Context: an optimization exercise on an open-source flow, tuned for small area. The choices shown serve that exercise and are no tape-out recipe.
Function was checked by simulation only, so behaviour that the tests miss may differ from the original.
The flow treats the clock pin as an ideal source, which a real chip does not have.
Power is estimated from default activity; no workload was simulated.

**flow/design.v**
```verilog
module lc3_addr_sel
  (addr1mux,
   addr2mux,
   ir,
   pc,
   sr1out,
   addr_out
   );
  input         addr1mux;
  input  [1:0]  addr2mux;
  input  [15:0] ir;
  input  [15:0] pc;
  input  [15:0] sr1out;
  output [15:0] addr_out;
  reg    [15:0] addr1mux_out;
  reg    [15:0] addr2mux_out;
  always @(*)
    begin
      case (addr1mux)
        1'b0:    addr1mux_out = pc;
        1'b1:    addr1mux_out = sr1out;
        default: addr1mux_out = pc;
      endcase
    end
  always @(*)
    begin
      case (addr2mux)
        2'b00:   addr2mux_out = {16{1'b0}};
        2'b01:   addr2mux_out = {{10{ir[5]}}, ir[5:0]};
        2'b10:   addr2mux_out = {{7{ir[8]}}, ir[8:0]};
        2'b11:   addr2mux_out = {{5{ir[10]}}, ir[10:0]};
        default: addr2mux_out = 4'h0;
      endcase
    end
  assign addr_out = addr1mux_out + addr2mux_out;
endmodule
module lc3_alu
  (aluk,
   sr1out,
   ir,
   sr2out,
   alu_out
   );
  input  [1:0]   aluk;
  input  [15:0]  sr1out;
  input  [15:0]  ir;
  input  [15:0]  sr2out;
  output [15:0]  alu_out;
  reg    [15:0]  alu_comp;
  wire [15:0]    op_b;
  assign op_b = (ir[5] == 1'b1) ? {{11{ir[4]}}, ir[4:0]} : sr2out;
  always @(*)
    begin
      case (aluk)
        2'b00:   alu_comp = sr1out + op_b;
        2'b01:   alu_comp = sr1out & op_b;
        2'b10:   alu_comp = ~sr1out;
        2'b11:   alu_comp = sr1out;
        default: alu_comp = sr1out;
      endcase
    end
  assign alu_out = alu_comp;
endmodule
module lc3_control
  (clk,
   rst,
   ready,
   ir,
   ben,
   control_bits
   );
  input         clk;
  input         rst;
  input         ready;
  input [15:0]  ir;
  input         ben;
  output [25:0] control_bits;
  reg [34:0]    control_store [0:63];
  reg [5:0]     state;
  initial
    begin
      $readmemb("lc3_microcode.mem", control_store);
    end
  always @(posedge clk or negedge rst)
    begin
      if (rst == 1'b0)
        begin
          state <= 6'b010010;  
        end
      else
        begin
          if (control_store[state][25] == 1'b1)
            begin
              state <= {2'b00, ir[15:12]};
            end
          else
            begin
              case (control_store[state][28:26])
                3'b000: state <= control_store[state][34:29];
                3'b001: state <= control_store[state][34:29] | {4'h0, ready, 1'b0};
                3'b010: state <= control_store[state][34:29] | {3'b000, ben, 2'b00};
                3'b011: state <= control_store[state][34:29] | {5'h0, ir[11]};
                default: state <= control_store[state][34:29];
              endcase
            end  
        end
    end  
  assign control_bits = control_store[state][24:0];
endmodule
module lc3_ir
  (clk,
   rst,
   data_bus,
   ld_ir,
   ir
   );
  input              clk;
  input              rst;
  input [15:0]       data_bus;
  input              ld_ir;
  output [15:0]      ir;
  reg [15:0]         ir;
  always @(posedge clk or negedge rst)
    begin
      if (rst == 1'b0)
        begin
          ir <= {16{1'b0}};
        end
      else if (ld_ir)
        begin
          ir <= data_bus;
        end
    end
endmodule
module lc3_marmux
  (marmux,
   ir,
   addr_out,
   marmux_out
   );
  input         marmux;
  input [15:0]  ir;
  input [15:0]  addr_out;
  output [15:0] marmux_out;
  wire [15:0]   marmux_mux_out;
  assign marmux_mux_out = (marmux == 1'b1)
                           ? addr_out
                          : {{8{1'b0}}, ir[7:0]};
  assign marmux_out = marmux_mux_out;
endmodule
module lc3_mem
  (clk,
   rst,
   ld_mar,
   ld_mdr,
   mio_en,
   data_bus,
   mem_rdata,
   mar,
   mdr
   );
  input         clk;
  input         rst;
  input         ld_mar;
  input         ld_mdr;
  input         mio_en;
  input [15:0]  data_bus;
  input [15:0]  mem_rdata;
  output [15:0] mar;
  output [15:0] mdr;
  reg [15:0]    mar;
  reg [15:0]    mdr;
  always @(posedge clk or negedge rst)
    begin
      if (rst == 1'b0)
        begin
          mar <= {16{1'b0}};
          mdr <= {16{1'b0}};
        end
      else
        begin
          if (ld_mar)
            begin
              mar <= data_bus;
            end
          if (ld_mdr)
            begin
              mdr <= (mio_en == 1'b1) ? mem_rdata : data_bus;
            end
        end
    end
endmodule
module lc3_nzp
  (clk,
   rst,
   ld_cc,
   ld_ben,
   data_bus,
   ir,
   ben
   );
  input        clk;
  input        rst;
  input [15:0] ir;
  input [15:0] data_bus;
  input        ld_cc;
  input        ld_ben;
  output       ben;
  reg          n;
  reg          z;
  reg          p;
  reg          ben;
  always @(posedge clk or negedge rst)
    begin
      if (rst == 1'b0)
        begin
          n <= 1'b0;
          z <= 1'b0;
          p <= 1'b0;
          ben <= 1'b0;
        end
      else
        begin
          if (ld_cc)
            begin
              n <= data_bus[15];
              z <= data_bus == {16{1'b0}};
              p <= ~data_bus[15] && data_bus != 0;  
            end
          if (ld_ben)
            begin
              ben <= (ir[11] && n) || (ir[10] && z) || (ir[9] && p);
            end
        end
    end
endmodule
module lc3_pc
  (clk,
   rst,
   pcmux,
   ld_pc,
   addr_out,
   data_bus,
   pc
   );
  input         clk;
  input         rst;
  input  [1:0]  pcmux;
  input         ld_pc;
  input  [15:0] addr_out;
  input  [15:0] data_bus;
  output [15:0] pc;
  reg    [15:0] pc;
  always @(posedge clk or negedge rst)
    begin
      if (rst == 1'b0)
        begin
          pc <= 16'h0200;  
        end
      else if (ld_pc)
        begin
          case (pcmux)
            2'b00:   pc <= pc + 1'b1;
            2'b01:   pc <= data_bus;
            2'b10:   pc <= addr_out;
            default: pc <= pc + 1'b1;
          endcase
        end
    end  
endmodule
module lc3_regfile
  (clk,
   rst,
   ld_reg,
   drmux,
   sr1mux,
   ir,
   data_bus,
   sr1out,
   sr2out
   );
  input         clk;
  input         rst;
  input         ld_reg;
  input  [1:0]  drmux;
  input  [1:0]  sr1mux;
  input  [15:0] ir;
  input  [15:0] data_bus;
  output [15:0] sr1out;
  output [15:0] sr2out;
  reg    [15:0] registers [0:7];
  reg    [15:0] sr1out;
  integer       i;
  always @(posedge clk or negedge rst)
    begin
      if (rst == 1'b0)
        begin
          for (i = 0; i < 8; i = i + 1)
            begin
              registers[i] <= {16{1'b0}};
            end
        end
      else if (ld_reg)
        begin
          case (drmux)
            2'b00:   registers[ir[11:9]] <= data_bus;
            2'b01:   registers[3'b111] <= data_bus;
            2'b10:   registers[3'b110] <= data_bus;
            default: registers[ir[11:9]] <= data_bus;
          endcase  
        end
    end  
  always @(*)
    begin
      case (sr1mux)
        2'b00:   sr1out = registers[ir[11:9]];
        2'b01:   sr1out = registers[ir[8:6]];
        2'b10:   sr1out = registers[3'b110];
        default: sr1out = registers[ir[11:9]];
      endcase  
    end
  assign sr2out = registers[ir[2:0]];
endmodule
module lc3_datapath
  (clk,
   rst,
   mem_en,
   mem_we,
   mem_addr,
   mem_wdata,
   mem_ready,
   mem_rdata
   );
  input         clk;
  input         rst;
  output        mem_en;
  output        mem_we;
  output [15:0] mem_addr;
  output [15:0] mem_wdata;
  input         mem_ready;
  input  [15:0] mem_rdata;
  localparam [4:0] S_INIT  = 5'd0,
                   S_INC   = 5'd1,
                   S_CPY   = 5'd2,
                   S_ALU   = 5'd3,
                   S_BR    = 5'd4,
                   S_JMP   = 5'd5,
                   S_JSR   = 5'd6,
                   S_TRAP  = 5'd7,
                   S_EA    = 5'd8,
                   S_WB    = 5'd9,
                   S_SWAP  = 5'd10,
                   S_RST   = 5'd11,
                   S_FETCH = 5'd16,
                   S_RDP   = 5'd17,
                   S_RD    = 5'd18,
                   S_WR    = 5'd19;
  reg  [4:0]  state;
  reg  [4:0]  state_nx;
  reg  [3:0]  phase;
  reg         run;
  reg         carry;
  reg  [1:0]  cc;           
  reg  [15:0] ir;
  reg  [15:0] mar;
  reg  [15:0] t;
  reg  [15:0] r [0:7];
  wire is_req  = state[4];
  wire act     = ~state[4] & run;
  wire last    = (phase == 4'd15);
  assign mem_en    = is_req;
  assign mem_we    = (state == S_WR);
  assign mem_addr  = mar;
  assign mem_wdata = t;
  wire st_init = (state == S_INIT);
  wire st_inc  = (state == S_INC);
  wire st_cpy  = (state == S_CPY);
  wire st_alu  = (state == S_ALU);
  wire st_br   = (state == S_BR);
  wire st_jmp  = (state == S_JMP);
  wire st_jsr  = (state == S_JSR);
  wire st_trap = (state == S_TRAP);
  wire st_ea   = (state == S_EA);
  wire st_wb   = (state == S_WB);
  wire st_swap = (state == S_SWAP);
  wire st_rst  = (state == S_RST);
  wire [2:0] rsel = st_cpy ? ir[2:0] :
                    (st_swap | st_rst) ? ir[11:9] : ir[8:6];
  wire rd = r[rsel][0];
  wire mo = mar[0];
  wire to = t[0];
  wire op_rs  = ~ir[15] & ir[14] & ir[13];          
  wire ob_en = (st_alu & ir[5]) | st_br | (st_jsr & ir[11]) | st_trap | st_ea;
  wire osh   = act & ob_en;
  wire sh4   = osh & ~(st_alu);                     
  wire sh5   = sh4 & ~(st_ea & op_rs);              
  wire sh8   = osh & st_jsr;                        
  wire ob    = (ob_en & ir[0]) | (st_init & (phase == 4'd9));
  wire a_rd  = st_alu | st_jmp | st_rst | (st_ea & ~ir[15] & ir[14]);
  wire a_0   = st_trap | st_wb | st_init;
  wire a     = a_rd ? rd : a_0 ? 1'b0 : mo;
  wire b_to  = st_wb | (st_alu & ~ir[5]);
  wire b     = b_to ? to : ob;
  wire ci   = (phase == 4'd0) ? st_inc : carry;
  wire sum  = a ^ b ^ ci;
  wire cout = (a & b) | (ci & (a ^ b));
  reg alu;
  always @(*)
    if (st_alu)
      case (ir[15:14])
        2'b01:   alu = a & b;
        2'b10:   alu = ~a;
        default: alu = sum;
      endcase
    else
      alu = sum;
  wire r7dst = st_jsr | st_trap;
  wire wr    = act & (st_alu | st_wb | st_swap | st_rst | r7dst | st_init);
  wire [2:0] dst = r7dst ? 3'd7 : ir[11:9];
  wire wbit  = st_init ? 1'b0 :
               st_alu ? alu :
               (st_swap | st_rst) ? to : mo;
  integer i;
  always @(posedge clk)
    for (i = 0; i < 8; i = i + 1)
      r[i] <= {(wr & (st_init | (dst == i))) ? wbit : r[i][0], r[i][15:1]};
  wire mar_sh = act & ~st_alu;
  wire mar_ld = mem_ready & (state == S_RDP | state == S_RD);
  always @(posedge clk)
    if (mar_ld)
      mar <= mem_rdata;
    else if (mar_sh)
      mar <= {alu, mar[15:1]};
  always @(posedge clk)
    if (act)
      t <= {st_ea ? mo : rd, t[15:1]};
  wire ld_ir = mem_ready & (state == S_FETCH);
  always @(posedge clk)
    if (ld_ir)
      ir[15:10] <= mem_rdata[15:10];
  always @(posedge clk)
    if (ld_ir)
      ir[9:0] <= mem_rdata[9:0];
    else
      begin
        if (osh) ir[3:0] <= ir[4:1];
        if (sh4) ir[4]   <= ir[5];
        if (sh5) ir[7:5] <= {ir[8] & ~st_trap, ir[7:6]};
        if (sh8) ir[9:8] <= ir[10:9];
      end
  wire ben = (ir[11] & (cc == 2'b11)) | (ir[10] & (cc == 2'b10)) |
             (ir[9] & (cc == 2'b01));
  always @(*)
    begin
      state_nx = state;
      case (state)
        S_FETCH: if (mem_ready) state_nx = S_INC;
        S_RDP:   if (mem_ready) state_nx = ir[14] ? S_FETCH :
                                           ir[12] ? S_SWAP : S_RD;
        S_RD:    if (mem_ready) state_nx = S_WB;
        S_WR:    if (mem_ready) state_nx = S_RST;
        default:
          if (act & last)
            case (state)
              S_INC:
                case (ir[15:12])
                  4'b0000: state_nx = ben ? S_BR : S_FETCH;
                  4'b0001,
                  4'b0101: state_nx = ir[5] ? S_ALU : S_CPY;
                  4'b1001: state_nx = S_ALU;
                  4'b0010, 4'b0011, 4'b0110, 4'b0111,
                  4'b1010, 4'b1011, 4'b1110: state_nx = S_EA;
                  4'b0100: state_nx = S_JSR;
                  4'b1100: state_nx = S_JMP;
                  4'b1111: state_nx = S_TRAP;
                  default: state_nx = S_FETCH;
                endcase
              S_CPY:  state_nx = S_ALU;
              S_JSR:  state_nx = ir[11] ? S_FETCH : S_JMP;
              S_TRAP: state_nx = S_RDP;
              S_EA:   state_nx = (ir[15] & ir[14]) ? S_WB :
                                 ir[15] ? S_RDP : ir[12] ? S_SWAP : S_RD;
              S_SWAP: state_nx = S_WR;
              default: state_nx = S_FETCH;
            endcase
      endcase
    end
  wire setcc = act & (st_alu | st_wb);
  always @(posedge clk or negedge rst)
    if (rst == 1'b0)
      begin
        state <= S_INIT;
        phase <= 4'd0;
        run   <= 1'b1;
        cc    <= 2'b00;
      end
    else
      begin
        state <= state_nx;
        phase <= phase + 4'd1;
        run   <= ~state_nx[4] & (last | run);
        if (setcc)
          begin
            if (phase == 4'd0)
              cc <= wbit ? 2'b01 : 2'b10;
            else if (last)
              cc <= wbit ? 2'b11 : cc;
            else if (wbit)
              cc <= 2'b01;
          end
      end
  always @(posedge clk)
    carry <= cout;
endmodule
```
**flow/constraint.sdc**
```tcl
create_clock -name core_clock -period 10.0 [get_ports {clk}]
set_input_delay 2.0000 -clock core_clock [delete_from_list [all_inputs] [get_ports {clk}]]
set_output_delay 2.0000 -clock core_clock [all_outputs]
set_load 0.01 [all_outputs]
```
**flow/lc3_microcode.mem**
```
01001001000000000000000000000000000
01001000000000011001000000000010000
01100100000100000100010001000000000
01011100000100000100010001000000000
01010001100000010000100000001000000
01001000000000011001000000000010100
01100100000100000100010010100010000
01011100000100000100010010100010000
00000000000000000000000000000000000
01001000000000011001000000000011000
01100000000100000100010001000000000
01110100000100000100010001000000000
01001000000000100000001010000010000
00000000000000000000000000000000000
01001000000000011100010001000000000
01110000000100000100000000000000000
01000000100000000000000000000000011
00000000000000000000000000000000000
10000110100100100000100000000000000
00000000000000000000000000000000000
01001000000000100000001010000010000
01001000000000100000001001100000000
01001000000000100000001001000000000
01000000000010000001000000000001100
01100000100010000000000000000000010
01100100100010000000000000000000010
01100100000100000010000000000000000
01001000000000011010000000000000000
01110000100010010000100000001000010
01110100100010000000000000000000010
01001000000000100010000100000000000
01011100000100000010000000000000000
00000000011000000000000000000000000
10000100100010000000000000000000010
00000000000000000000000000000000000
10000000000001000010000000000000000
00000000000000000000000000000000000
00000000000000000000000000000000000
00000000000000000000000000000000000
00000000000000000000000000000000000
00000000000000000000000000000000000
00000000000000000000000000000000000
00000000000000000000000000000000000
00000000000000000000000000000000000
00000000000000000000000000000000000
00000000000000000000000000000000000
00000000000000000000000000000000000
00000000000000000000000000000000000
00000000000000000000000000000000000
00000000000000000000000000000000000
00000000000000000000000000000000000
00000000000000000000000000000000000
00000000000000000000000000000000000
00000000000000000000000000000000000
00000000000000000000000000000000000
00000000000000000000000000000000000
00000000000000000000000000000000000
00000000000000000000000000000000000
00000000000000000000000000000000000
00000000000000000000000000000000000
00000000000000000000000000000000000
00000000000000000000000000000000000
00000000000000000000000000000000000
00000000000000000000000000000000000
```
**flow/standard.sh**
```bash
#!/bin/bash
# synth_recipe.tcl (not shown) runs the flow's synth.tcl, then flattens the netlist and writes it again
# the make line also repeats each setting of config.mk as NAME=value (left out here)
make -C /OpenROAD-flow-scripts/flow DESIGN_CONFIG=/design/flow/config.mk WORK_HOME=/design/flow/orfs CLKGATE_MAP_FILE= SYNTH_SCRIPT=/design/flow/synth_recipe.tcl "${@:-finish}"
```
**flow/flow/run.sh**
```bash
#!/bin/bash
# The standard layout (standard.sh), with the port buffers made from the
# smallest buffer (sky130_fd_sc_hd__buf_1) and no dummy loads in the clock tree.
# make's full output goes to standard_make.log in this folder; each ORFS step
# also keeps its own log under orfs/logs/.
set -euo pipefail
export BUFFER_PORTS_ARGS="-buffer_cell sky130_fd_sc_hd__buf_1"
export CTS_ARGS="-sink_clustering_enable -repair_clock_nets -buf_list sky130_fd_sc_hd__clkbuf_8 -dont_use_dummy_load"
bash standard.sh finish > standard_make.log 2>&1
```
**flow/config.mk**
```make
export PLATFORM = sky130hd
export DESIGN_NAME = lc3_datapath
export DESIGN_NICKNAME = lc3_datapath
export VERILOG_FILES = /design/flow/design.v
export SDC_FILE = /design/flow/constraint.sdc
export NUM_CORES = 4
export LEC_CHECK = 0
export ABC_AREA = 1
export CAP_MARGIN = 20
export CORE_MARGIN = 2
export CORE_UTILIZATION = 40
export CTS_BUF_LIST = sky130_fd_sc_hd__clkbuf_8
export PLACE_DENSITY = 0.6
export SLEW_MARGIN = 20
```
==> results of run 1 <==
[sequential cells by signal (all words and copies together) (netlist names)]
signal,flops
run,1
mar,16
cc,2
ir,16
phase,4
state,5
carry,1
t,16
r,128
[routing by layer]
metal	up-vias	track usage, %	share of wire [%]
li1	1875	-	-
met1	1812	21.4	50
met2	129	20.8	41
met3	26	4.15	6.1
met4	0	7.11	2.2
met5	-	0	0
[cell usage in the layout (no fill, tap or decap), types with 3 or more instances in the layout]
cell	count
sky130_fd_sc_hd__inv_1	51
sky130_fd_sc_hd__nand2_2	3
sky130_fd_sc_hd__a21oi_1	4
sky130_fd_sc_hd__o21ai_0	24
sky130_fd_sc_hd__buf_4	3
sky130_fd_sc_hd__o21ai_2	8
sky130_fd_sc_hd__nand2_1	133
sky130_fd_sc_hd__nor2_1	29
sky130_fd_sc_hd__edfxtp_1	48
sky130_fd_sc_hd__nand4_1	10
sky130_fd_sc_hd__nand3_2	3
sky130_fd_sc_hd__nand3_1	26
sky130_fd_sc_hd__ha_1	8
sky130_fd_sc_hd__clkbuf_8	17
sky130_fd_sc_hd__dfrtp_1	11
sky130_fd_sc_hd__dfxtp_1	129
sky130_fd_sc_hd__buf_1	52
[stage by stage]
stage | power (mW) | area, µm² | hold slack, ps
after detailed placement | 1.46 | 6460 | 312
after floorplan | 1.31 | 6060 | 310
after global routing | 1.92 | 6690 | 319
after global placement | 1.45 | 6460 | 311
final | 1.80 | 6690 | 314
after CTS | 1.82 | 6690 | 314
[Yosys cell counts (2+ instances only)]
library cell               number  area share, %
sky130_fd_sc_hd__a221oi_1       2           0.29
sky130_fd_sc_hd__o211ai_1       2           0.25
sky130_fd_sc_hd__nand3_2        3           0.50
sky130_fd_sc_hd__buf_2          2           0.17
sky130_fd_sc_hd__ha_1           8            1.7
sky130_fd_sc_hd__inv_1         51            3.2
sky130_fd_sc_hd__dfrtp_1       11            4.5
sky130_fd_sc_hd__nand4_1       10            1.0
sky130_fd_sc_hd__o221ai_1       2           0.29
sky130_fd_sc_hd__clkbuf_1       3           0.19
sky130_fd_sc_hd__o31ai_1        2           0.25
sky130_fd_sc_hd__nand2_4        2           0.37
sky130_fd_sc_hd__o311ai_0       2           0.29
sky130_fd_sc_hd__edfxtp_1      48             24
sky130_fd_sc_hd__nor3_1         2           0.17
sky130_fd_sc_hd__nand2_1      133            8.2
sky130_fd_sc_hd__o21ai_0       25            2.1
sky130_fd_sc_hd__o22ai_1        2           0.21
sky130_fd_sc_hd__nor2_1        29            1.8
sky130_fd_sc_hd__dfxtp_1      129             43
sky130_fd_sc_hd__nand3_1       26            2.1
sky130_fd_sc_hd__xor2_1         2           0.29
sky130_fd_sc_hd__o21ai_2        8            1.2
sky130_fd_sc_hd__a21oi_1        4           0.33
sky130_fd_sc_hd__buf_4          2           0.25
sky130_fd_sc_hd__nor2_2         2           0.21
sky130_fd_sc_hd__nor2_4         2           0.37
sky130_fd_sc_hd__nand2_2        3           0.31
[cell type report]
class,count,area [µm²]
clock buffer,17,234
timing repair buffer,55,218
tap,184,230
sequential,189,4330
multi-input combinational,286,1490
inverter,52,198
fill,1393,7950
[how the worst max path moves through the flow]
stage / start / slack (ps) / depth (start not counted) / end
5_1_grt: state[4] / 6270 / 17 / mar[15]
2_1_floorplan: mem_ready / 6350 / 5 / mar[0]
3_5_place_dp: mem_ready / 6210 / 7 / mar[11]
3_3_place_gp: mem_ready / 6350 / 7 / mar[15]
4_1_cts: state[3] / 6410 / 4 / mem_we
6_report: state[3] / 6460 / 4 / mem_we
[logic make-up after synthesis]
family,synth area share (%)
AO/OA/AOI/OAI,6.63
XOR/XNOR,0.289
adder cells (fa/ha/maj),1.98
AND/OR/NAND/NOR,15.6
flip-flops,71.4
buffers and inverters,4.05
[where the power goes]
part / switching [mW] / internal [mW]
Sequential: 0.0734 / 0.928
Clock: 0.206 / 0.150
Combinational: 0.306 / 0.133
[worst max-delay path: stages (launching register included)]
cell and delay [ps]:
sky130_fd_sc_hd__dfrtp_1 510, sky130_fd_sc_hd__nor2_2 210, sky130_fd_sc_hd__nand2_1 120, sky130_fd_sc_hd__nor2_1 120
sky130_fd_sc_hd__buf_1 160
==> Implementation_results.wiki, run 1 <==
{| class="wikitable"
! Metric !! Value
|-
| Status || finished clean
|-
| Reg-to-reg critical path endpoint || mar[15]
|-
| GPL Wtd Cong || 0.900
|-
| Setup_tns || 0 ps
|-
| TritonCTS buffer count || 17
|-
| FFs w/ async S/R, synth || 6.35%
|-
| Hold Violations, Final || 0
|-
| Placeable core area || 0.0146 mm²
|-
| CTS-repair resized insts || 0
|-
| Worst Reg2Reg Path Length in Cells || 17
|-
| X dimension of the die || 127 µm
|-
| Count of cells along the worst hold path || 0
|-
| Detailed-routing iteration count for the pre-antenna-repair pass || 5
|-
| Number of antenna cells inserted || 0
|-
| Setup Slack @ Placement || 6210 ps
|-
| Peak supply drop || 0.129 mV
|-
| Total leakage power || 2.73 nW
|-
| Syn Nets || 563
|-
| Fraction of final layout cells sized beyond drive strength 1 || 7.51%
|-
| Count of placed standard cells in the final layout, fillers left out || 783
|-
| Worst Hold Class || reg2reg
|-
| EDFF count, synth || 48
|-
| Number of cell rows || 44
|-
| Drt total wl || 11200 µm
|-
| Overall routing resource usage || 14.9%
|-
| First-pass GRT wire length || 18400 µm
|-
| Area enclosed by the die boundary || 0.0161 mm²
|-
| DRC viols || 0
|-
| Endpoint type of the worst setup path || primary output
|-
| Residual overflow from global routing || 0
|-
| Worst-skew pair later-pin latency || 440 ps
|-
| Headroom to the max-slew limit || 54.2%
|-
| Critical path startpoint category || flop
|-
| Final core area utilization || 45.7%
|-
| Post-Place Cells || 766
|-
| Critical path data arrival time || 1540 ps
|-
| Synth warn || 2
|-
| Reg-to-reg slack, setup || 6520 ps
|-
| H-Tree Level Count || 4
|-
| Number of distinct library cells after synthesis || 46
|-
| Cell area power density || 269 mW/mm²
|-
| Start point of the worst hold path || r[6][4]
|-
| Post-synthesis cell count || 535
|-
| TritonCTS clock tree || yes
|-
| Setup fix buffers added after clock tree synthesis || 0
|-
| Number of setup violations in the final report || 0
|-
| Number of synthesized register bits || 189
|-
| Upper clock frequency limit || 283 MHz
|-
| Number of antenna violations at the first check in global routing || 0
|-
| Share of synthesized area occupied by flip-flops and latches || 71.4%
|-
| Number of I/O pins || 53
|-
| Slew @ Worst Pin || 685 ps
|-
| Minimum clock period || 3540 ps
|-
| Via count || 3842
|-
| Iteration-0 DRC Markers || 228
|-
| Sink of the worst hold path || r[6][3]
|-
| Clock skew || 25.4 ps
|-
| Number of hold-repair buffers added at the cts stage || 0
|-
| Max Slew Vio Count || 0
|-
| Clk sinks || 189
|-
| Unrepaired setup endpoints after global routing || no
|-
| Cell chosen for the clock root || sky130_fd_sc_hd__clkbuf_8
|-
| Area of the mapped netlist || 0.00606 mm²
|-
| CP Max Fanout || 9
|-
| Count of maximum capacitance violations || 0
|-
| Post-route worst setup slack || 6460 ps
|-
| Average instance area after synthesis || 11.3 µm²
|-
| Reg2Reg Launch Point || state[3]
|-
| Average wire length per cell after detail routing || 14.3 µm
|-
| Starting density of the core || 41.4%
|-
| Detailed-route vias per instance || 4.91
|-
| I/O Buffers || 52
|-
| Area Growth Syn to Fin || 10.5%
|-
| Clock-pin transition on the worst setup and hold timing paths || 80 ps
|-
| Post-route clock period utilization || 35.4%
|-
| Number of buffers between clock root and the deepest sink || 2
|-
| Final Net Count || 629
|-
| Die extent in y || 127 µm
|-
| Crit Path Category || reg2out
|-
| Maximum number of pins on one net before global-route repair || 25
|-
| Number of nets with antenna violations after detailed routing || 0
|-
| DPL Wire Length || 8240 µm
|-
| Via count of the first global-routing pass || 3626
|-
| Required arrival time at the worst endpoint || 8000 ps
|-
| Dominant register cell in the synthesized netlist || sky130_fd_sc_hd__dfxtp_1
|}
==> run 2: changes to the inputs <==
--- a/flow/design.v
+++ b/flow/design.v
@@ -341,20 +341,17 @@
   input  [15:0] mem_rdata;
-  localparam [4:0] S_INIT  = 5'd0,
-                   S_INC   = 5'd1,
-                   S_CPY   = 5'd2,
-                   S_ALU   = 5'd3,
-                   S_BR    = 5'd4,
-                   S_JMP   = 5'd5,
-                   S_JSR   = 5'd6,
-                   S_TRAP  = 5'd7,
-                   S_EA    = 5'd8,
-                   S_WB    = 5'd9,
-                   S_SWAP  = 5'd10,
-                   S_RST   = 5'd11,
-                   S_FETCH = 5'd16,
-                   S_RDP   = 5'd17,
-                   S_RD    = 5'd18,
-                   S_WR    = 5'd19;
-  reg  [4:0]  state;
-  reg  [4:0]  state_nx;
+  localparam [3:0] S_INIT  = 4'd4,    
+                   S_INC   = 4'd7,    
+                   S_ALU   = 4'd8,    
+                   S_BR    = 4'd0,    
+                   S_JMP   = 4'd5,    
+                   S_LINK  = 4'd10,    
+                   S_EA    = 4'd1,    
+                   S_WB    = 4'd3,    
+                   S_RST   = 4'd2,    
+                   S_FETCH = 4'd13,   
+                   S_RDP   = 4'd12,   
+                   S_RD    = 4'd15,   
+                   S_WR    = 4'd14;   
+  reg  [3:0]  state;
+  reg  [3:0]  state_nx;
   reg  [3:0]  phase;
@@ -367,12 +364,8 @@
   reg  [15:0] r [0:7];
-  wire is_req  = state[4];
-  wire act     = ~state[4] & run;
+  wire is_req  = state[3] & state[2];
+  wire act     = ~is_req & run;
+  wire ph0     = (phase == 4'd0);
   wire last    = (phase == 4'd15);
-  assign mem_en    = is_req;
-  assign mem_we    = (state == S_WR);
-  assign mem_addr  = mar;
-  assign mem_wdata = t;
   wire st_init = (state == S_INIT);
   wire st_inc  = (state == S_INC);
-  wire st_cpy  = (state == S_CPY);
   wire st_alu  = (state == S_ALU);
@@ -380,26 +373,27 @@
   wire st_jmp  = (state == S_JMP);
-  wire st_jsr  = (state == S_JSR);
-  wire st_trap = (state == S_TRAP);
+  wire st_link = (state == S_LINK);
   wire st_ea   = (state == S_EA);
   wire st_wb   = (state == S_WB);
-  wire st_swap = (state == S_SWAP);
   wire st_rst  = (state == S_RST);
-  wire [2:0] rsel = st_cpy ? ir[2:0] :
-                    (st_swap | st_rst) ? ir[11:9] : ir[8:6];
-  wire rd = r[rsel][0];
-  wire mo = mar[0];
-  wire to = t[0];
-  wire op_rs  = ~ir[15] & ir[14] & ir[13];          
-  wire ob_en = (st_alu & ir[5]) | st_br | (st_jsr & ir[11]) | st_trap | st_ea;
+  assign mem_en    = is_req;
+  assign mem_we    = (state == S_WR);
+  assign mem_addr  = mar;
+  assign mem_wdata = t;
+  wire rd  = r[ir[8:6]][0];
+  wire rd2 = r[st_alu ? ir[2:0] : ir[11:9]][0];
+  wire mo  = mar[0];
+  wire to  = t[0];
+  wire trap  = st_link & ir[15];                    
+  wire op_rs = ~ir[15] & ir[14];                    
+  wire ob_en = (st_alu & ir[5]) | st_br | (st_link & (ir[11] | ir[15])) | st_ea;
   wire osh   = act & ob_en;
-  wire sh4   = osh & ~(st_alu);                     
+  wire sh4   = osh & ~st_alu;                       
   wire sh5   = sh4 & ~(st_ea & op_rs);              
-  wire sh8   = osh & st_jsr;                        
+  wire sh8   = osh & st_link & ~ir[15];             
   wire ob    = (ob_en & ir[0]) | (st_init & (phase == 4'd9));
-  wire a_rd  = st_alu | st_jmp | st_rst | (st_ea & ~ir[15] & ir[14]);
-  wire a_0   = st_trap | st_wb | st_init;
+  wire a_rd  = st_alu | st_jmp | (st_ea & op_rs);
+  wire a_0   = trap | st_wb | st_rst | st_init;
   wire a     = a_rd ? rd : a_0 ? 1'b0 : mo;
-  wire b_to  = st_wb | (st_alu & ~ir[5]);
-  wire b     = b_to ? to : ob;
-  wire ci   = (phase == 4'd0) ? st_inc : carry;
+  wire b     = ((st_alu & ~ir[5]) | st_wb | st_rst) ? rd2 : ob;
+  wire ci   = ph0 ? st_inc : carry;
   wire sum  = a ^ b ^ ci;
@@ -416,8 +410,7 @@
       alu = sum;
-  wire r7dst = st_jsr | st_trap;
-  wire wr    = act & (st_alu | st_wb | st_swap | st_rst | r7dst | st_init);
-  wire [2:0] dst = r7dst ? 3'd7 : ir[11:9];
+  wire wr    = act & (st_alu | st_wb | st_ea | st_rst | st_link | st_init);
+  wire [2:0] dst = st_link ? 3'd7 : ir[11:9];
   wire wbit  = st_init ? 1'b0 :
                st_alu ? alu :
-               (st_swap | st_rst) ? to : mo;
+               st_rst ? to : mo;
   integer i;
@@ -427,3 +420,3 @@
   wire mar_sh = act & ~st_alu;
-  wire mar_ld = mem_ready & (state == S_RDP | state == S_RD);
+  wire mar_ld = mem_ready & ((state == S_RDP) | (state == S_RD));
   always @(posedge clk)
@@ -435,3 +428,3 @@
     if (act)
-      t <= {st_ea ? mo : rd, t[15:1]};
+      t <= {rd2, t[15:1]};
   wire ld_ir = mem_ready & (state == S_FETCH);
@@ -447,3 +440,3 @@
         if (sh4) ir[4]   <= ir[5];
-        if (sh5) ir[7:5] <= {ir[8] & ~st_trap, ir[7:6]};
+        if (sh5) ir[7:5] <= {ir[8] & ~trap, ir[7:6]};
         if (sh8) ir[9:8] <= ir[10:9];
@@ -458,3 +451,3 @@
         S_RDP:   if (mem_ready) state_nx = ir[14] ? S_FETCH :
-                                           ir[12] ? S_SWAP : S_RD;
+                                           ir[12] ? S_WR : S_RD;
         S_RD:    if (mem_ready) state_nx = S_WB;
@@ -465,20 +458,13 @@
               S_INC:
-                case (ir[15:12])
+                casez (ir[15:12])
                   4'b0000: state_nx = ben ? S_BR : S_FETCH;
-                  4'b0001,
-                  4'b0101: state_nx = ir[5] ? S_ALU : S_CPY;
-                  4'b1001: state_nx = S_ALU;
-                  4'b0010, 4'b0011, 4'b0110, 4'b0111,
-                  4'b1010, 4'b1011, 4'b1110: state_nx = S_EA;
-                  4'b0100: state_nx = S_JSR;
-                  4'b1100: state_nx = S_JMP;
-                  4'b1111: state_nx = S_TRAP;
-                  default: state_nx = S_FETCH;
+                  4'b??01: state_nx = S_ALU;             
+                  4'b0100,
+                  4'b1111: state_nx = S_LINK;            
+                  4'b1?00: state_nx = S_JMP;             
+                  default: state_nx = S_EA;              
                 endcase
-              S_CPY:  state_nx = S_ALU;
-              S_JSR:  state_nx = ir[11] ? S_FETCH : S_JMP;
-              S_TRAP: state_nx = S_RDP;
+              S_LINK: state_nx = ir[15] ? S_RDP : ir[11] ? S_FETCH : S_JMP;
               S_EA:   state_nx = (ir[15] & ir[14]) ? S_WB :
-                                 ir[15] ? S_RDP : ir[12] ? S_SWAP : S_RD;
-              S_SWAP: state_nx = S_WR;
+                                 ir[15] ? S_RDP : ir[12] ? S_WR : S_RD;
               default: state_nx = S_FETCH;
@@ -500,6 +486,6 @@
         phase <= phase + 4'd1;
-        run   <= ~state_nx[4] & (last | run);
+        run   <= ~(state_nx[3] & state_nx[2]) & (last | run);
         if (setcc)
           begin
-            if (phase == 4'd0)
+            if (ph0)
               cc <= wbit ? 2'b01 : 2'b10;
==> run 2 against run 1 <==
Still clean. Synthesized cell count down 5.2%. Flip-flop and latch count down 1. First-iteration DRC count up 51%. Critical endpoint is now mar[12]. Clock skew up 7.1 ps. Clock power about the same. Worst hold slack worse by 6.5 ps. Largest power group unchanged. Die area down 3.8%. Global-route usage down 0.91 points.
==> Implementation_results.wiki, run 2 <==
{| class="wikitable"
! Metric !! Value
|-
| Status || finished clean
|-
| Syn Nets || 535
|-
| Number of setup violations in the final report || 0
|-
| DRC viols || 0
|-
| Library cell occupying the most area in the post-synthesis netlist || sky130_fd_sc_hd__dfxtp_1
|-
| Area used by multi-input combinational logic || 0.00130 mm²
|-
| Number of synthesized register bits || 188
|-
| Area of the mapped netlist || 0.00582 mm²
|-
| Stages on the worst setup path || 5
|-
| Most common library cell in the layout ignoring fill and taps || sky130_fd_sc_hd__dfxtp_1
|-
| Overall routing resource usage || 14.0%
|-
| Hold Violations, Final || 0
|-
| Via count || 3565
|-
| Die extent in y || 125 µm
|-
| I/O Buffers || 52
|-
| Buf+Inv Stages, Crit Path || 2
|-
| Number of flip-flops under the largest register name || 128
|-
| Max Slew Vio Count || 0
|-
| Maximum number of pins on one net before global-route repair || 22
|-
| Biggest area contributors in the synthesized netlist || sky130_fd_sc_hd__dfxtp_1, sky130_fd_sc_hd__edfxtp_1, sky130_fd_sc_hd__nand2_1, sky130_fd_sc_hd__dfrtp_1, sky130_fd_sc_hd__o21ai_0
|-
| Setup_tns || 0 ps
|-
| Reg2Reg Launch Point || state[1]
|-
| Area Growth Syn to Fin || 10.8%
|-
| Area post-placement || 0.00621 mm²
|-
| Share of synthesized area occupied by flip-flops and latches || 73.9%
|-
| Peak supply drop || 0.121 mV
|-
| Clock-pin transition on the worst setup and hold timing paths || 100 ps
|-
| Critical path startpoint category || input pin
|-
| Post-route clock period utilization || 35.5%
|-
| FFs w/ async S/R, synth || 5.85%
|-
| Fin area || 0.00645 mm²
|-
| Reg-to-reg slack, setup || 6690 ps
|-
| GPL Wtd Cong || 0.853
|-
| Critical path cell sequence || buf_1, nand2_1, a21oi_2, inv_1, o21ai_2
|-
| Slew @ Worst Pin || 964 ps
|-
| Total leakage power || 2.64 nW
|-
| Detailed-routing iteration count for the pre-antenna-repair pass || 5
|-
| Number of buffers between clock root and the deepest sink || 2
|-
| Slowest stage cell on the critical path || sky130_fd_sc_hd__a21oi_2
|-
| Number of antenna cells inserted || 0
|-
| Start point of the critical path || mem_ready
|-
| Fraction of final layout cells sized beyond drive strength 1 || 7.03%
|-
| Critical Path Max Stage Delay || 490 ps
|-
| Register with the most flip-flops || r
|-
| Setup Slack @ Placement || 5520 ps
|-
| Required arrival time at the worst endpoint || 10040 ps
|-
| Area of all sequential standard cells || 0.00430 mm²
|-
| Post-synthesis cell count || 507
|-
| Critical path data arrival time || 3590 ps
|-
| Setup fix buffers added after clock tree synthesis || 0
|-
| Upper clock frequency limit || 282 MHz
|-
| Worst Reg2Reg Path Length in Cells || 17
|-
| Placeable core area || 0.0144 mm²
|-
| Worst Hold Class || reg2reg
|-
| Final Net Count || 599
|-
| Synth warn || 2
|-
| Drt total wl || 10400 µm
|-
| Number of hold-repair buffers added at the cts stage || 0
|-
| Clock skew || 32.6 ps
|-
| Reg-to-reg critical path endpoint || r[5][15]
|-
| Endpoint type of the worst setup path || flop
|-
| Count of fill cells added during filler insertion || 1336
|-
| TritonCTS buffer count || 17
|-
| Number of nets with antenna violations after detailed routing || 0
|-
| Clk sinks || 188
|-
| X dimension of the die || 125 µm
|-
| Via count of the first global-routing pass || 3465
|-
| End point of the critical path || mar[12]
|-
| Crit Path Category || in2reg
|-
| Final core area utilization || 44.9%
|-
| Number of distinct library cells after synthesis || 35
|-
| Total design power || 1.85 mW
|-
| CP Max Fanout || 21
|-
| Area enclosed by the die boundary || 0.0155 mm²
|-
| Count of maximum capacitance violations || 0
|-
| Dominant register cell in the synthesized netlist || sky130_fd_sc_hd__dfxtp_1
|-
| Cell area power density || 286 mW/mm²
|-
| Detailed-route vias per instance || 4.73
|-
| Headroom to the max-slew limit || 35.7%
|-
| Average instance area after synthesis || 11.5 µm²
|-
| Residual overflow from global routing || 0
|-
| Cell chosen for the clock root || sky130_fd_sc_hd__clkbuf_8
|-
| DPL Wire Length || 7430 µm
|-
| First-pass GRT wire length || 17200 µm
|-
| Most repeated cell in the gate-level netlist after synthesis || sky130_fd_sc_hd__dfxtp_1
|-
| Starting density of the core || 40.5%
|-
| Number of I/O pins || 53
|-
| WHS || 307 ps
|-
| Post-Place Cells || 736
|-
| Number of antenna violations at the first check in global routing || 0
|-
| Average wire length per cell after detail routing || 13.8 µm
|-
| Post-route worst setup slack || 6450 ps
|-
| Worst-skew pair later-pin latency || 440 ps
|-
| Family with the most delay on the worst path || compound AO/OA/AOI/OAI gates
|-
| Unrepaired setup endpoints after global routing || no
|-
| Portion of synthesized cell area occupied by the leading cell type || 44.4%
|-
| CTS-repair resized insts || 0
|-
| Minimum clock period || 3550 ps
|-
| Count of placed standard cells in the final layout, fillers left out || 753
|-
| EDFF count, synth || 48
|-
| H-Tree Level Count || 4
|-
| Iteration-0 DRC Markers || 344
|-
| Most used cells in the layout excluding fill and tap cells || sky130_fd_sc_hd__dfxtp_1, sky130_fd_sc_hd__nand2_1, sky130_fd_sc_hd__buf_1
|-
| TritonCTS clock tree || yes
|-
| Top cell types by occurrence after synthesis || sky130_fd_sc_hd__dfxtp_1, sky130_fd_sc_hd__nand2_1, sky130_fd_sc_hd__edfxtp_1
|-
| Number of cell rows || 44
|}
## run 2: changes by cell type after synthesis, moves of 3 or more
cell                      change
sky130_fd_sc_hd__o21ai_2      -5
sky130_fd_sc_hd__o21ai_1      +9
sky130_fd_sc_hd__nand3_2      -3
sky130_fd_sc_hd__nand4_1      -8
sky130_fd_sc_hd__inv_2        +4
sky130_fd_sc_hd__inv_1        -6
sky130_fd_sc_hd__nand3_1      +3
sky130_fd_sc_hd__o21ai_0     +10
sky130_fd_sc_hd__nand2_1      -9
sky130_fd_sc_hd__nor2_2       +3
sky130_fd_sc_hd__nor2_1      -14
## run 2: cell families (layout without fill, tap and decap cells)
kind of cell	count (synthesis)	count (layout)	share of synthesized area, %
compound gates	68	68	6.73
xor+xnor	2	2	0.301
fa+ha+maj	9	9	2.06
buf+inv	57	119	3.93
flops	188	188	73.9
simple gates	183	183	13.1
## run 2: worst reg2reg max path, stage by stage, from the launching register on
cell	delay [ps]
sky130_fd_sc_hd__dfrtp_1	470
sky130_fd_sc_hd__nor2_2	200
sky130_fd_sc_hd__nand2_2	190
sky130_fd_sc_hd__o21ai_1	330
sky130_fd_sc_hd__inv_1	100
sky130_fd_sc_hd__and2_4	150
sky130_fd_sc_hd__nand2_1	50
sky130_fd_sc_hd__nand3_1	70
sky130_fd_sc_hd__o21ai_2	140
sky130_fd_sc_hd__nand3_1	90
sky130_fd_sc_hd__nand2_1	70
sky130_fd_sc_hd__inv_1	70
sky130_fd_sc_hd__fa_1	490
sky130_fd_sc_hd__or2_2	280
sky130_fd_sc_hd__nand2_1	80
sky130_fd_sc_hd__nand2_2	90
sky130_fd_sc_hd__nand2_2	180
sky130_fd_sc_hd__o21ai_1	140
## run 2: how the worst min path moves through the flow
stage          startpoint       end  slack [ps]  cells after the start
2_1_floorplan     r[0][1]   r[0][0]         310                      0
3_3_place_gp      r[5][1]   r[5][0]         310                      0
3_5_place_dp     r[2][12]  r[2][11]         310                      0
4_1_cts          r[6][11]  r[6][10]         300                      0
5_1_grt          r[6][11]  r[6][10]         310                      0
6_report          r[6][6]   r[6][5]         310                      0
## run 2: where the power goes
part           internal [mW]  switching (mW)  leakage, nW
clock network          0.151           0.209        0.122
logic                  0.127           0.304        0.883
registers              0.978          0.0790         1.63
total                   1.26           0.592         2.64
## run 2: final cells by class
| type | instances | share of cell area [%] |
|---|---|---|
| inverters | 49 | 2.85 |
| flip-flops and latches | 188 | 66.7 |
| clock buffers | 17 | 3.63 |
| multi-input cells | 262 | 20.1 |
| repair buffers | 53 | 3.14 |
| well taps | 184 | 3.57 |
## run 2: per-layer routing
metal / vias to the layer above / global-route usage [%] / routed length [µm]
met2: 126 / 19.3 / 4470
met4: 0 / 5.49 / 174
met3: 13 / 4.51 / 659
met5: - / 0 / 0
met1: 1656 / 20.4 / 5110
li1: 1770 / - / -
==> run 3: changes to the inputs <==
==> flow/flow/run.sh (replaced) <==
#!/bin/bash
# The standard layout (standard.sh) with three changes:
#  1. after the standard synthesis, the combinational logic of its netlist is
#     mapped again by ABC for area (flow/reabc.abc); the flip-flops, their
#     cell types and names are kept as the standard synthesis made them;
#  2. the port buffers are the smallest buffer, sky130_fd_sc_hd__buf_1;
#  3. the clock tree uses sky130_fd_sc_hd__clkbuf_8 and no dummy loads.
# Each tool's output goes to a log of its own in this folder
# (standard_synth.log, reabc.log, standard_make.log); the ORFS steps also
# keep their logs under orfs/logs/.
set -euo pipefail
HERE=$(pwd)
R=$HERE/orfs/results/${FLOW_PLATFORM}/lc3_datapath/base
LIB=$FLOW_HOME/platforms/${FLOW_PLATFORM}/lib/sky130_fd_sc_hd__tt_025C_1v80.lib
YOSYS=$FLOW_HOME/../tools/install/yosys/bin/yosys
[ -x "$YOSYS" ] || YOSYS=yosys

bash standard.sh synth > standard_synth.log 2>&1

cp "$R/1_2_yosys.v" "$HERE/standard_synth_netlist.v"
cat > "$HERE/reabc.ys" <<EOS
read_liberty -ignore_miss_func $LIB
blackbox sky130_fd_sc_hd__df* sky130_fd_sc_hd__edf* sky130_fd_sc_hd__sdf* sky130_fd_sc_hd__dl* sky130_fd_sc_hd__conb_1
read_verilog $HERE/standard_synth_netlist.v
hierarchy -top ${FLOW_TOP}
flatten
hierarchy -top ${FLOW_TOP}
opt_clean
stat -liberty $LIB
abc -liberty $LIB -script $HERE/flow/reabc.abc -dont_use sky130_fd_sc_hd__probe_p_8 -dont_use sky130_fd_sc_hd__probec_p_8 -dont_use sky130_fd_sc_hd__lpflow_*
opt_clean -purge
hilomap -singleton -hicell sky130_fd_sc_hd__conb_1 HI -locell sky130_fd_sc_hd__conb_1 LO
splitnets
rename -hide w:*.*
opt_clean -purge
stat -liberty $LIB
read_liberty -lib -overwrite $LIB
check -assert
select ${FLOW_TOP}
write_verilog -noattr -selected $HERE/reabc_netlist.v
EOS
"$YOSYS" -s "$HERE/reabc.ys" > reabc.log 2>&1

cp "$HERE/reabc_netlist.v" "$R/1_2_yosys.v"
rm -f "$R/1_synth.odb" "$R/1_synth.sdc"
touch "$R/1_2_yosys.v" "$R/1_2_yosys.sdc"

export BUFFER_PORTS_ARGS="-buffer_cell sky130_fd_sc_hd__buf_1"
export CTS_ARGS="-sink_clustering_enable -repair_clock_nets -buf_list sky130_fd_sc_hd__clkbuf_8 -dont_use_dummy_load"
bash standard.sh finish > standard_make.log 2>&1
==> flow/flow/reabc.abc (new file) <==
strash
dch -f
amap -F 20 -A 30 -C 5000
topo
==> run 3 against run 2 <==
Critical path depth is 14 higher. Utilization increased by 1.5 points. Clock-buffer cell count did not move. Flip-flop and latch count did not move. Clock power barely moved. First-iteration DRC count is 11% higher. Worst hold slack worse by 10 ps. Largest power group unchanged.
==> Implementation_results.wiki, run 3 <==
{| class="wikitable"
! Metric !! Value
|-
| Status || finished clean
|-
| Number of buffers between clock root and the deepest sink || 2
|-
| Number of antenna cells inserted || 0
|-
| Unrepaired setup endpoints after global routing || no
|-
| Syn Nets || 424
|-
| TritonCTS buffer count || 17
|-
| Sw frac || 30.3%
|-
| Slew @ Worst Pin || 1010 ps
|-
| Starting density of the core || 41.1%
|-
| Endpoint type of the worst setup path || flop
|-
| WHS || 297 ps
|-
| I/O Buffers || 52
|-
| Number of nets with antenna violations after detailed routing || 0
|-
| Via count || 3224
|-
| Most used cells in the layout excluding fill and tap cells || sky130_fd_sc_hd__dfxtp_1, sky130_fd_sc_hd__buf_1, sky130_fd_sc_hd__edfxtp_1
|-
| Clock skew || 33.0 ps
|-
| Drt total wl || 9750 µm
|-
| Residual overflow from global routing || 0
|-
| Cell area power density || 298 mW/mm²
|-
| Required arrival time at the worst endpoint || 10340 ps
|-
| H-Tree Level Count || 4
|-
| Final Net Count || 500
|-
| Minimum clock period || 4400 ps
|-
| Average wire length per cell after detail routing || 14.9 µm
|-
| Post-route clock period utilization || 44.0%
|-
| X dimension of the die || 121 µm
|-
| Max Slew Vio Count || 0
|-
| Register with the most flip-flops || r
|-
| Final core area utilization || 46.3%
|-
| Crit Path Category || reg2reg
|-
| Setup fix buffers added after clock tree synthesis || 0
|-
| First-pass GRT wire length || 16100 µm
|-
| Total leakage power || 2.19 nW
|-
| Setup Slack @ Placement || 5700 ps
|-
| Internal power of the cells || 1.28 mW
|-
| Number of hold-repair buffers added at the cts stage || 0
|-
| Detailed-routing iteration count for the pre-antenna-repair pass || 5
|-
| Count of maximum capacitance violations || 0
|-
| Synth warn || 2
|-
| Area Growth Syn to Fin || 12.6%
|-
| Worst-skew pair later-pin latency || 440 ps
|-
| Average instance area after synthesis || 13.5 µm²
|-
| Number of flip-flops under the largest register name || 128
|-
| Count of placed standard cells in the final layout, fillers left out || 655
|-
| Critical path startpoint category || flop
|-
| Number of antenna violations at the first check in global routing || 0
|-
| Net switching component of the power || 556 µW
|-
| Hold Violations, Final || 0
|-
| Area of the mapped netlist || 0.00547 mm²
|-
| Clock-pin transition on the worst setup and hold timing paths || 100 ps
|-
| Flop pwr share || 57.9%
|-
| Overall routing resource usage || 14.5%
|-
| Maximum number of pins on one net before global-route repair || 19
|-
| Worst Hold Class || reg2reg
|-
| Number of I/O pins || 53
|-
| Relative contribution of combinational cells to total power || 22.5%
|-
| Upper clock frequency limit || 227 MHz
|-
| CP Max Fanout || 11
|-
| Iteration-0 DRC Markers || 381
|-
| Placeable core area || 0.0133 mm²
|-
| Detailed-route vias per instance || 4.92
|-
| Post-route worst setup slack || 5600 ps
|-
| DPL Wire Length || 6990 µm
|-
| Cell chosen for the clock root || sky130_fd_sc_hd__clkbuf_8
|-
| Worst Reg2Reg Path Length in Cells || 19
|-
| DRC viols || 0
|-
| Via count of the first global-routing pass || 3228
|-
| TritonCTS clock tree || yes
|-
| Post-Place Cells || 638
|-
| Fraction of final layout cells sized beyond drive strength 1 || 5.22%
|-
| Headroom to the max-slew limit || 31.8%
|-
| Relative contribution of the clock network to total power || 19.6%
|-
| Peak supply drop || 0.191 mV
|-
| Setup_tns || 0 ps
|-
| GPL Wtd Cong || 0.820
|-
| Area enclosed by the die boundary || 0.0146 mm²
|-
| Most common library cell in the layout ignoring fill and taps || sky130_fd_sc_hd__dfxtp_1
|-
| Number of setup violations in the final report || 0
|-
| Clk sinks || 188
|-
| Critical path data arrival time || 4740 ps
|-
| CTS-repair resized insts || 0
|-
| Number of cell rows || 42
|-
| Post-synthesis cell count || 405
|-
| Die extent in y || 121 µm
|-
| Count of cells along the worst hold path || 0
|}
[run 3: changes by cell type in the layout (fill, tap and decap cells not counted), moves of 11 or more]
cell and delta:
sky130_fd_sc_hd__clkinv_1 +31, sky130_fd_sc_hd__inv_1 -45, sky130_fd_sc_hd__nand2_1 -100, sky130_fd_sc_hd__nand3_1 -24, sky130_fd_sc_hd__nor2_1 +17, sky130_fd_sc_hd__nor3_1 +11
sky130_fd_sc_hd__o22a_1 +21
[run 3: cell type report]
cell class / count / area [µm²]
repair buffers: 57 / 233
well taps: 176 / 220
flip-flops and latches: 188 / 4300
multi-input cells: 186 / 1060
fillers: 1220 / 7130
inverters: 31 / 116
clock buffers: 17 / 234
[run 3: worst max-delay path: stages (launching register included)]
cell                       delay (ps)
sky130_fd_sc_hd__dfrtp_1          480
sky130_fd_sc_hd__nor2_1           170
sky130_fd_sc_hd__clkinv_1         140
sky130_fd_sc_hd__nor3_1           150
sky130_fd_sc_hd__buf_4            200
sky130_fd_sc_hd__clkinv_1         120
sky130_fd_sc_hd__o22ai_1          290
sky130_fd_sc_hd__nor2_1           110
sky130_fd_sc_hd__a222oi_1         340
sky130_fd_sc_hd__a32oi_1          170
sky130_fd_sc_hd__a222oi_1         410
sky130_fd_sc_hd__nor2b_1          230
sky130_fd_sc_hd__or2_0            140
sky130_fd_sc_hd__xor2_1           190
sky130_fd_sc_hd__nor3_1            60
sky130_fd_sc_hd__o21ai_0          280
sky130_fd_sc_hd__o21ai_0          420
sky130_fd_sc_hd__nor2_1           250
sky130_fd_sc_hd__nor3_1            60
sky130_fd_sc_hd__a21oi_1          110
[run 3: routing by layer]
layer / GRT usage [%] / vias up / routed length, µm
met4: 5.67 / 0 / 88
met2: 21.1 / 96 / 4340
met3: 5.08 / 10 / 612
li1: - / 1591 / -
met1: 19.8 / 1527 / 4710
met5: 0 / - / 0
[run 3: per-stage QoR]
step           cell area, µm²  power [mW]
4_1_cts                  6160        1.85
6_report                 6160        1.83
5_1_grt                  6160        1.95
3_3_place_gp             5920        1.48
3_5_place_dp             5920        1.49
2_1_floorplan            5470        1.33
[run 3: worst paths after layout]
check,from,end,slack (ps)
max,state[1],cc[1],5600
min,r[0][14],r[0][13],300
max reg2reg,state[1],cc[1],5600
min reg2reg,r[0][14],r[0][13],300
max in group asynchronous,rst,cc[0],8050
min in group asynchronous,rst,phase[1],1530
[run 3: power by group through the flow]
stage	Sequential [mW]	Combinational, mW	Clock [mW]
after detailed placement	1.08	0.417	0
after global placement	1.07	0.412	0
after floorplan	1.09	0.245	0
final	1.06	0.413	0.359
after CTS	1.06	0.417	0.371
after global routing	1.08	0.467	0.403
==> run 4: changes to the inputs <==
--- a/flow/flow/run.sh
+++ b/flow/flow/run.sh
@@ -6,3 +6,5 @@
 #  2. the port buffers are the smallest buffer, sky130_fd_sc_hd__buf_1;
-#  3. the clock tree uses sky130_fd_sc_hd__clkbuf_8 and no dummy loads.
+#  3. the clock tree uses sky130_fd_sc_hd__clkbuf_8 and no dummy loads, and
+#     after it is built each leaf buffer is swapped for a smaller one where
+#     the slew at its flip-flops stays low (flow/clk_downsize.tcl).
 # Each tool's output goes to a log of its own in this folder
@@ -49,2 +51,5 @@
 export CTS_ARGS="-sink_clustering_enable -repair_clock_nets -buf_list sky130_fd_sc_hd__clkbuf_8 -dont_use_dummy_load"
+export POST_CTS_TCL=$HERE/flow/clk_downsize.tcl
+export CLK_SLEW_LIMIT=0.105
+export CLK_SMALL_BUFS="sky130_fd_sc_hd__clkbuf_2 sky130_fd_sc_hd__clkbuf_4"
 bash standard.sh finish > standard_make.log 2>&1
==> flow/flow/clk_downsize.tcl (new file) <==
# Run after clock tree synthesis (POST_CTS_TCL): each clock buffer that
# drives only flip-flop clock pins is swapped for the smallest buffer of
# CLK_SMALL_BUFS that keeps the slew at all of its flip-flops at or below
# CLK_SLEW_LIMIT (ns, placement-based estimate); otherwise it is left as is.
proc clk_sink_slew {net} {
  set worst 0
  foreach it [$net getITerms] {
    if {[[$it getMTerm] getName] != "CLK"} { continue }
    set pin [get_pins -quiet [$it getName]]
    if {$pin == ""} { continue }
    foreach rf {rise fall} {
      set s [get_property $pin slew_max_$rf]
      if {$s > $worst} { set worst $s }
    }
  }
  return $worst
}
set clk_limit $::env(CLK_SLEW_LIMIT)
set clk_small $::env(CLK_SMALL_BUFS)
set clk_changed 0
foreach inst [[ord::get_db_block] getInsts] {
  set m [[$inst getMaster] getName]
  if {![string match "sky130_fd_sc_hd__clkbuf_*" $m]} { continue }
  set out [[$inst findITerm X] getNet]
  if {$out == "NULL"} { continue }
  set leaf 1
  foreach it [$out getITerms] {
    set t [[$it getMTerm] getName]
    if {$t != "X" && $t != "CLK"} { set leaf 0 }
  }
  if {!$leaf} { continue }
  set sta_inst [get_cells [$inst getName]]
  foreach cand $clk_small {
    replace_cell $sta_inst $cand
    estimate_parasitics -placement
    set w [clk_sink_slew $out]
    if {$w <= $clk_limit} {
      puts "clk_downsize: [$inst getName] $m -> $cand (slew $w)"
      incr clk_changed
      set m $cand
      break
    }
    replace_cell $sta_inst $m
  }
}
estimate_parasitics -placement
puts "clk_downsize: $clk_changed clock buffers downsized"
--- a/flow/config.mk
+++ b/flow/config.mk
@@ -8,3 +8,3 @@
 export ABC_AREA = 1
-export CAP_MARGIN = 20
+export CAP_MARGIN = 0
 export CORE_MARGIN = 2
@@ -13,2 +13,2 @@
 export PLACE_DENSITY = 0.6
-export SLEW_MARGIN = 20
+export SLEW_MARGIN = 0
==> run 4 against run 3 <==
Total power fell by 1.9%. Non-clock buffer count is the same. Cell area down 0.79%. Sequential power is essentially flat. Worst setup slack improved by 12 ps. Worst hold slack better by 6.4 ps. Die area is the same. Clock power shrank 9.2%. Still clean. Clock-buffer cell count unchanged. Critical path type unchanged. Register-to-register slack about the same. Combinational power about the same. Fmax rose by 0.28%. Critical endpoint unchanged.
==> Implementation_results.wiki, run 4 <==
{| class="wikitable"
! Metric !! Value
|-
| Required arrival time at the worst endpoint || 10350 ps
|-
| GPL Wtd Cong || 0.820
|-
| Synth warn || 2
|-
| TritonCTS clock tree || yes
|-
| Reg2Reg Launch Point || state[1]
|-
| Fraction of final layout cells sized beyond drive strength 1 || 5.01%
|-
| Residual overflow from global routing || 0
|-
| Starting density of the core || 41.1%
|-
| Setup_tns || 0 ps
|-
| CP Max Fanout || 11
|-
| Area of the mapped netlist || 0.00547 mm²
|-
| DRC viols || 0
|-
| Clk sinks || 188
|-
| Final Net Count || 500
|-
| Number of antenna violations at the first check in global routing || 0
|-
| Worst Hold Class || reg2reg
|-
| Worst Reg2Reg Path Length in Cells || 19
|-
| Number of I/O pins || 53
|-
| Hold Violations, Final || 0
|-
| Number of setup violations in the final report || 0
|-
| First-pass GRT wire length || 16100 µm
|-
| Number of antenna cells inserted || 0
|-
| Iteration-0 DRC Markers || 340
|-
| Total design power || 1.80 mW
|-
| Most common library cell in the layout ignoring fill and taps || sky130_fd_sc_hd__dfxtp_1
|-
| Endpoint type of the worst setup path || flop
|-
| Peak supply drop || 0.192 mV
|-
| Setup Slack @ Placement || 5700 ps
|-
| Total leakage power || 2.17 nW
|-
| Slew @ Worst Pin || 961 ps
|-
| Clock skew || 26.7 ps
|-
| Reg-to-reg slack, setup || 5620 ps
|-
| Critical path data arrival time || 4730 ps
|-
| I/O Buffers || 52
|-
| Drt total wl || 9740 µm
|-
| Area enclosed by the die boundary || 0.0146 mm²
|-
| Cell area power density || 294 mW/mm²
|-
| Placeable core area || 0.0133 mm²
|-
| Sink of the worst hold path || r[7][6]
|-
| Most used cells in the layout excluding fill and tap cells || sky130_fd_sc_hd__dfxtp_1, sky130_fd_sc_hd__buf_1, sky130_fd_sc_hd__edfxtp_1
|-
| Via count || 3279
|-
| Count of cells along the worst hold path || 0
|-
| Syn Nets || 424
|-
| Flop pwr share || 59.0%
|-
| Internal power of the cells || 1.25 mW
|-
| Start point of the worst hold path || r[7][7]
|-
| Crit Path Category || reg2reg
|-
| DPL Wire Length || 6990 µm
|-
| Relative contribution of combinational cells to total power || 22.9%
|-
| Maximum number of pins on one net before global-route repair || 19
|-
| X dimension of the die || 121 µm
|-
| Area Growth Syn to Fin || 11.8%
|-
| Clock-pin transition on the worst setup and hold timing paths || 100 ps
|-
| Die extent in y || 121 µm
|-
| Relative contribution of the clock network to total power || 18.1%
|-
| Number of cell rows || 42
|-
| Average wire length per cell after detail routing || 14.9 µm
|-
| Post-route worst setup slack || 5620 ps
|-
| Area of all sequential standard cells || 0.00430 mm²
|-
| Number of nets with antenna violations after detailed routing || 0
|-
| Area used by multi-input combinational logic || 0.00105 mm²
|-
| Detailed-route vias per instance || 5.01
|-
| Status || finished clean
|-
| Post-route clock period utilization || 43.8%
|-
| Reg-to-reg critical path endpoint || cc[1]
|-
| Minimum clock period || 4380 ps
|-
| Average instance area after synthesis || 13.5 µm²
|-
| Count of fill cells added during filler insertion || 1228
|-
| Net switching component of the power || 551 µW
|-
| Number of flip-flops under the largest register name || 128
|-
| Unrepaired setup endpoints after global routing || no
|-
| Critical path startpoint category || flop
|-
| Max Slew Vio Count || 0
|-
| Worst-skew pair later-pin latency || 420 ps
|-
| Count of maximum capacitance violations || 0
|-
| Post-synthesis cell count || 405
|-
| Headroom to the max-slew limit || 35.3%
|-
| Register with the most flip-flops || r
|-
| Overall routing resource usage || 14.5%
|-
| Upper clock frequency limit || 228 MHz
|-
| Via count of the first global-routing pass || 3224
|-
| Sw frac || 30.6%
|-
| Detailed-routing iteration count for the pre-antenna-repair pass || 5
|}
-- run 4: layout make-up --
type                       instances  share of cell area [%]
sequential                       188                    70.4
timing repair buffer              57                    3.81
clock buffer                      17                    3.11
inverter                          31                    1.90
multi-input combinational        186                    17.2
tap                              176                    3.60
-- run 4: worst max path at each step --
stage                     slack [ps]  startpoint  cells past startpoint  endpoint
after detailed placement        5700    state[1]                     19     cc[1]
after floorplan                 5640   mem_ready                      5     ir[5]
final                           5620    state[1]                     19     cc[1]
after global placement          5980    state[1]                     19     cc[1]
after global routing            5080    state[1]                     19     cc[1]
-- run 4: power by group through the flow --
stage | Sequential [mW] | Combinational, mW | Clock (mW)
floorplan | 1.09 | 0.245 | 0
global placement | 1.07 | 0.412 | 0
detailed placement | 1.08 | 0.417 | 0
global route | 1.08 | 0.466 | 0.370
finish | 1.06 | 0.412 | 0.326
-- run 4: per-layer routing --
metal	track usage [%]	vias up	share of wire (%)
li1	-	1593	-
met1	19.8	1556	48
met2	21.1	117	44
met3	5.08	13	6.9
met4	5.60	0	1.2
met5	0	-	0
-- run 4: worst max-delay path, cell delays in order (launching register included) --
cell and delay, ps:
sky130_fd_sc_hd__dfrtp_1 480, sky130_fd_sc_hd__nor2_1 170, sky130_fd_sc_hd__clkinv_1 130, sky130_fd_sc_hd__nor3_1 150, sky130_fd_sc_hd__buf_4 200, sky130_fd_sc_hd__clkinv_1 120, sky130_fd_sc_hd__o22ai_1 280, sky130_fd_sc_hd__nor2_1 110
sky130_fd_sc_hd__a222oi_1 340, sky130_fd_sc_hd__a32oi_1 170, sky130_fd_sc_hd__a222oi_1 410, sky130_fd_sc_hd__nor2b_1 230, sky130_fd_sc_hd__or2_0 140, sky130_fd_sc_hd__xor2_1 190, sky130_fd_sc_hd__nor3_1 60, sky130_fd_sc_hd__o21ai_0 280
sky130_fd_sc_hd__o21ai_0 420, sky130_fd_sc_hd__nor2_1 240, sky130_fd_sc_hd__nor3_1 60, sky130_fd_sc_hd__a21oi_1 110
-- run 4: stage by stage --
stage               instances  util [%]  instance area, µm²  hold WS [ps]
global route              655      46.0                6110           307
finish                    655      46.0                6110           303
detailed placement        638      44.6                5920           313
global placement          638      44.6                5920           310
floorplan                 405         -                5470           310

==> what the ideal ports hide <==
Ports are ideal in the flow. The routed layouts listed here were re-timed in OpenROAD.
Step 1 sets driving cells, clkbuf_16 on the clock port and buf_2 on the other inputs (assumed; they add their load-dependent delay and slew).
Step 2 moves the port delays by t, midway between the first and last clock arrival at a register: inputs arrive t later, outputs are due t later. That takes back most of the time a late clock gives input paths.
Three values: ideal, step 1, step 2; two values: the first two.
run	t, ns	setup WS [ns]	worst setup path after step 2	clock arrival spread, ns	worst data-port slew with drivers (ns)
run 1	0.466	6.461 / 6.424 / 6.186	input to register	0.031 / 0.031	0.03
run 2	0.462	6.448 / 6.456 / 5.994	input to register	0.032 / 0.033	0.03
run 3	0.460	5.604 / 5.604 / 5.604	register to register	0.036 / 0.035	0.03
run 4	0.447	5.616 / 5.616 / 5.616	register to register	0.035 / 0.035	0.03
After both steps every run listed still meets setup and hold. The setup slack of run 2, which loses most, moves by +0.008 ns with the drivers and by -0.454 ns with both steps.
